This is an optimization exercise on Yosys and OpenROAD, whose aim is small area, a short achievable clock period and few clock cycles per item, not a production implementation. No activity file was given, so power comes from the tool's default toggle rates.

## job 867
Design mult8, start of the top module:
module mult8(clk, nRST, c_ALL, m_busy, a_data, b_data, mult_out, m_finish);
input clk;
input nRST;
input c_ALL;
input m_busy;
input [7:0] a_data;
input [7:0] b_data;
output m_finish;
reg m_finish;
output [15:0] mult_out;
reg [15:0] mult_out;
wire pp_0_0;
wire pp_0_1;
wire pp_0_2;
wire pp_0_3;
wire pp_0_4;
wire pp_0_5;
wire pp_0_6;
wire pp_0_7;
wire pp_1_0;
wire pp_1_1;
wire pp_1_2;
wire pp_1_3;
wire pp_1_4;
wire pp_1_5;
wire pp_1_6;
wire pp_1_7;
wire pp_2_0;
wire pp_2_1;
wire pp_2_2;
wire pp_2_3;
wire pp_2_4;
wire pp_2_5;
wire pp_2_6;
wire pp_2_7;
wire pp_3_0;
wire pp_3_1;
wire pp_3_2;
wire pp_3_3;
wire pp_3_4;
wire pp_3_5;
wire pp_3_6;
wire pp_3_7;
wire pp_4_0;
wire pp_4_1;
wire pp_4_2;
wire pp_4_3;
wire pp_4_4;
wire pp_4_5;
wire pp_4_6;
wire pp_4_7;
wire pp_5_0;
wire pp_5_1;
wire pp_5_2;
wire pp_5_3;
wire pp_5_4;
wire pp_5_5;
wire pp_5_6;
wire pp_5_7;
wire pp_6_0;
wire pp_6_1;
wire pp_6_2;
wire pp_6_3;
wire pp_6_4;
wire pp_6_5;
wire pp_6_6;
wire pp_6_7;
wire pp_7_0;
wire pp_7_1;
wire pp_7_2;
wire pp_7_3;
wire pp_7_4;
wire pp_7_5;
wire pp_7_6;
wire pp_7_7;
wire s1;
wire c2;
wire s3;
wire c4;
wire s5;
wire c6;
wire s7;
wire c8;
wire s9;
wire c10;
wire s11;
wire c12;
wire s13;
wire c14;
wire s15;
wire c16;
wire s17;
wire c18;
wire s19;
wire c20;
wire s21;
wire c22;
wire s23;
wire c24;
wire s25;
wire c26;
wire s27;
wire c28;
wire s29;
wire c30;
wire s31;
wire c32;
wire s33;
wire c34;
wire s35;
wire c36;
wire s37;
wire c38;
wire s39;
wire c40;
wire s41;
wire c42;
wire s43;
wire c44;
wire s45;
wire c46;
wire s47;
wire c48;
wire s49;
wire c50;
wire s51;
wire c52;
wire s53;
wire c54;
wire s55;
wire c56;
wire s57;
wire c58;
wire s59;
wire c60;
wire s61;
wire c62;
wire s63;
wire c64;
wire s65;
wire c66;
wire s67;
wire c68;
wire s69;
wire c70;
wire s71;
wire c72;
wire s73;
wire c74;
wire s75;
wire c76;
wire s77;
wire c78;
wire s79;
wire c80;
wire s81;
wire c82;
wire s83;
wire c84;
wire [15:0] row_a, row_b, prod;
assign pp_0_0 = a_data[0] & b_data[0];
assign pp_0_1 = a_data[0] & b_data[1];
assign pp_0_2 = a_data[0] & b_data[2];
assign pp_0_3 = a_data[0] & b_data[3];
assign pp_0_4 = a_data[0] & b_data[4];
assign pp_0_5 = a_data[0] & b_data[5];
assign pp_0_6 = a_data[0] & b_data[6];
  ...
export LEC_CHECK = 0
export CAP_MARGIN = 20
export CORE_MARGIN = 2
export CORE_UTILIZATION = 40
export GPL_TIMING_DRIVEN = 0
export PLACE_DENSITY = 0.6
export SLEW_MARGIN = 20
create_clock -name core_clock -period 5.0 [get_ports {clk}]
run.sh (not shown) runs the stock make flow with config.mk's settings and CLKGATE_MAP_FILE= SYNTH_SCRIPT=/design/flow/synth_recipe.tcl, a recipe that flattens the netlist after the stock synthesis.
#### Input delta (job 4107 over job 867)
# job 867
export LEC_CHECK = 0
export CAP_MARGIN = 20
export CORE_MARGIN = 2
export CORE_UTILIZATION = 40
export GPL_TIMING_DRIVEN = 0
export PLACE_DENSITY = 0.6
export SLEW_MARGIN = 20
create_clock -name core_clock -period 5.0 [get_ports {clk}]
# job 4107
export LEC_CHECK = 0
export CAP_MARGIN = 20
export CORE_MARGIN = 2
export CORE_UTILIZATION = 40
export GPL_TIMING_DRIVEN = 0
export PLACE_DENSITY = 0.6
export SETUP_SLACK_MARGIN = 2.0
export SLEW_MARGIN = 20
create_clock -name core_clock -period 5.0 [get_ports {clk}]
==> flow/flow/run.sh (new file) <==
#!/bin/bash
# Own layout flow: the standard flow (standard.sh), with its synthesis
# script swapped for flow/synth.tcl, which sources the standard script
# synth_recipe.tcl but skips full-adder extraction and maps with flow/map.abc.
set -euo pipefail
work=$(pwd)
export MY_WORK_DIR=$work
export MY_FLOW_DIR=$work/flow
sed -e "s#SYNTH_SCRIPT=[^ ]*#SYNTH_SCRIPT=$work/flow/synth.tcl ADDER_MAP_FILE=#" standard.sh > own_standard.sh
bash own_standard.sh > own_flow.log 2>&1
==> flow/flow/map.abc (new file) <==
strash
dch
map -D 2000
topo
stime -c
buffer -c
upsize -c -D 2000
dnsize -c -D 2000
stime -c
==> flow/flow/synth.tcl (new file) <==
# Standard synthesis (synth_recipe.tcl, sourced unchanged) with two changes made
# from outside it: no full-adder extraction (ADDER_MAP_FILE is left empty on
# make's command line) and ABC mapped with a delay-driven script.
set my_abc_script $::env(MY_FLOW_DIR)/map.abc

proc abc {args} {
  set out {}
  set skip 0
  foreach a $args {
    if {$skip} { set skip 0; continue }
    if {$a eq "-script" || $a eq "-D"} { set skip 1; continue }
    lappend out $a
  }
  puts "abc override: -script $::my_abc_script"
  yosys abc -script $::my_abc_script {*}$out
}
source $::env(MY_WORK_DIR)/synth_recipe.tcl
==> flow/standard.sh (new file) <==
#!/bin/bash
# synth_recipe.tcl (not shown) runs the flow's synth.tcl, then flattens the netlist and writes it again
# the make line also repeats each setting of config.mk as NAME=value (left out here)
make -C /OpenROAD-flow-scripts/flow DESIGN_CONFIG=/design/flow/config.mk WORK_HOME=/design/flow/orfs CLKGATE_MAP_FILE= SYNTH_SCRIPT=/design/flow/synth_recipe.tcl "${@:-finish}"
removed: flow/run.sh
## What came out
- Job 4107 closes out successfully: all stages finished, all timing, DRC and antenna checks passed.
- Higher routed wire length goes to job 4107 over job 867.
- | final cell count | lower: job 867 |
- Placeable core region (job 4107 over job 867): increase, about 15%
- Job 4107 against job 867: design area rose about 43%, count of inverters other than clock inverters in the layout dropped about 15%.
> inputs changed (job 4107 -> job 8646)
# job 4107
export LEC_CHECK = 0
export CAP_MARGIN = 20
export CORE_MARGIN = 2
export CORE_UTILIZATION = 40
export GPL_TIMING_DRIVEN = 0
export PLACE_DENSITY = 0.6
export SETUP_SLACK_MARGIN = 2.0
export SLEW_MARGIN = 20
create_clock -name core_clock -period 5.0 [get_ports {clk}]
# job 8646
export LEC_CHECK = 0
export CAP_MARGIN = 20
export CORE_MARGIN = 2
export CORE_UTILIZATION = 40
export GPL_TIMING_DRIVEN = 0
export PLACE_DENSITY = 0.6
export SETUP_SLACK_MARGIN = 2.5
export SLEW_MARGIN = 20
create_clock -name core_clock -period 5.0 [get_ports {clk}]
==> flow/run.sh (new file) <==
#!/bin/bash
# synth_recipe.tcl (not shown) runs the flow's synth.tcl, then flattens the netlist and writes it again
# the make line also repeats each setting of config.mk as NAME=value (left out here)
make -C /OpenROAD-flow-scripts/flow DESIGN_CONFIG=/design/flow/config.mk WORK_HOME=/design/flow/orfs CLKGATE_MAP_FILE= SYNTH_SCRIPT=/design/flow/synth_recipe.tcl finish
removed: flow/flow/run.sh
removed: flow/flow/map.abc
removed: flow/flow/synth.tcl
removed: flow/standard.sh
## What came out
STATUS total wire length: job 8646 wins against job 4107. The lower via density per instance of job 4107 and job 8646 is in job 8646. Job 8646 vs. job 4107: final cell utilization of the core went down by 5.1 points; worst-case hold slack went up by 0.0031 ns; final area went down by about 20%; tap cell instance count went down by 21. The flow did not stop early for job 8646: all stages ran, and the layout cleared the timing, DRC and antenna checks. Launching instance or port of the critical path = b_data[6]: job 4107; launching instance or port of the critical path = a_data[4]: job 8646. The higher sequential share of layout area of job 4107 and job 8646 is in job 8646. Across both runs, part of the power in registers was lower for job 8646 than for job 4107. On share of the cycle needed by the critical path after routing: job 8646 sits above job 4107.
Relative to job 8646, the following input files were edited for job 8702:
# job 8646
export LEC_CHECK = 0
export CAP_MARGIN = 20
export CORE_MARGIN = 2
export CORE_UTILIZATION = 40
export GPL_TIMING_DRIVEN = 0
export PLACE_DENSITY = 0.6
export SETUP_SLACK_MARGIN = 2.5
export SLEW_MARGIN = 20
create_clock -name core_clock -period 5.0 [get_ports {clk}]
# job 8702
export LEC_CHECK = 0
export CAP_MARGIN = 20
export CORE_MARGIN = 2
export CORE_UTILIZATION = 40
export GPL_TIMING_DRIVEN = 0
export PLACE_DENSITY = 0.6
export SLEW_MARGIN = 20
create_clock -name core_clock -period 5.0 [get_ports {clk}]
==> flow/flow/run.sh (new file) <==
#!/bin/bash
# Own layout flow: the standard flow (standard.sh), with its synthesis
# script swapped for flow/synth.tcl, which sources the standard script
# synth_recipe.tcl but skips full-adder extraction and maps with flow/map.abc.
set -euo pipefail
work=$(pwd)
export MY_WORK_DIR=$work
export MY_FLOW_DIR=$work/flow
sed -e "s#SYNTH_SCRIPT=[^ ]*#SYNTH_SCRIPT=$work/flow/synth.tcl ADDER_MAP_FILE=#" standard.sh > own_standard.sh
bash own_standard.sh > own_flow.log 2>&1
==> flow/flow/map.abc (new file) <==
strash
dch
map -D 2000
topo
stime -c
buffer -c
upsize -c -D 2000
dnsize -c -D 2000
stime -c
==> flow/flow/synth.tcl (new file) <==
# Standard synthesis (synth_recipe.tcl, sourced unchanged) with two changes made
# from outside it: no full-adder extraction (ADDER_MAP_FILE is left empty on
# make's command line) and ABC mapped with a delay-driven script.
set my_abc_script $::env(MY_FLOW_DIR)/map.abc

proc abc {args} {
  set out {}
  set skip 0
  foreach a $args {
    if {$skip} { set skip 0; continue }
    if {$a eq "-script" || $a eq "-D"} { set skip 1; continue }
    lappend out $a
  }
  puts "abc override: -script $::my_abc_script"
  yosys abc -script $::my_abc_script {*}$out
}
source $::env(MY_WORK_DIR)/synth_recipe.tcl
==> flow/standard.sh (new file) <==
#!/bin/bash
# synth_recipe.tcl (not shown) runs the flow's synth.tcl, then flattens the netlist and writes it again
# the make line also repeats each setting of config.mk as NAME=value (left out here)
make -C /OpenROAD-flow-scripts/flow DESIGN_CONFIG=/design/flow/config.mk WORK_HOME=/design/flow/orfs CLKGATE_MAP_FILE= SYNTH_SCRIPT=/design/flow/synth_recipe.tcl "${@:-finish}"
removed: flow/run.sh
### Flow results
Job 8646 → job 8702: share of the yosys chip area belonging to registers shows a reduction of 2.6 points, largest fanout of any net on the critical path increased 2. Re number of cells on the critical path: job 8646 was lower than job 8702. Diff job 8646 -> job 8702 | first-iteration DRC count | up by more than half. According to the power report, total power for job 8702 is lower than for job 8646. Total area of multi-input combinational cells sits higher in job 8702 than in job 8646. Critical path endpoint: mult_out[13] -> job 8646, mult_out[14] -> job 8702. Final worst-path setup slack (higher): job 8702. In terms of post-route worst hold slack, job 8702 and job 8646 differ only marginally. The standard cells in job 8702 occupy less silicon area than those in job 8646 do.
No run of this note included a check of the RTL's function; only the layout flow was run.

-- what the ideal ports hide --
In the flow no input, the clock included, has a driving cell. The finished layouts below were timed again as built, in two steps.
Step 1: set_driving_cell puts a clkbuf_16 on clk and a buf_2 on each other input, an assumption about the parent block.
Step 2 times the ports against the registers' clock, not the clock port: input delays grow and output delays shrink by t, the midpoint of the rising clock arrivals with the driver on.
Slacks: ideal / step 1 / step 2; pairs: ideal / step 1.
run | t, ns | setup slack, ns | worst hold slack (ns) | cell pins on the clock port's net
job 867 | 0.277 | 0.165 / 0.167 / -0.110 | 0.509 / 0.509 / 0.509 | 1
job 4107 | 0.280 | 1.370 / 1.358 / 1.078 | 0.507 / 0.507 / 0.507 | 1
job 8646 | 0.280 | 0.532 / 0.509 / 0.229 | 0.510 / 0.510 / 0.510 | 1
job 8702 | 0.279 | 0.832 / 0.838 / 0.559 | 0.508 / 0.508 / 0.508 | 1
With both steps, setup timing fails in job 867, where it was met with ideal ports. For job 8646, which loses most, drivers alone change the setup slack by -0.023 ns; drivers and shift together by -0.303 ns.
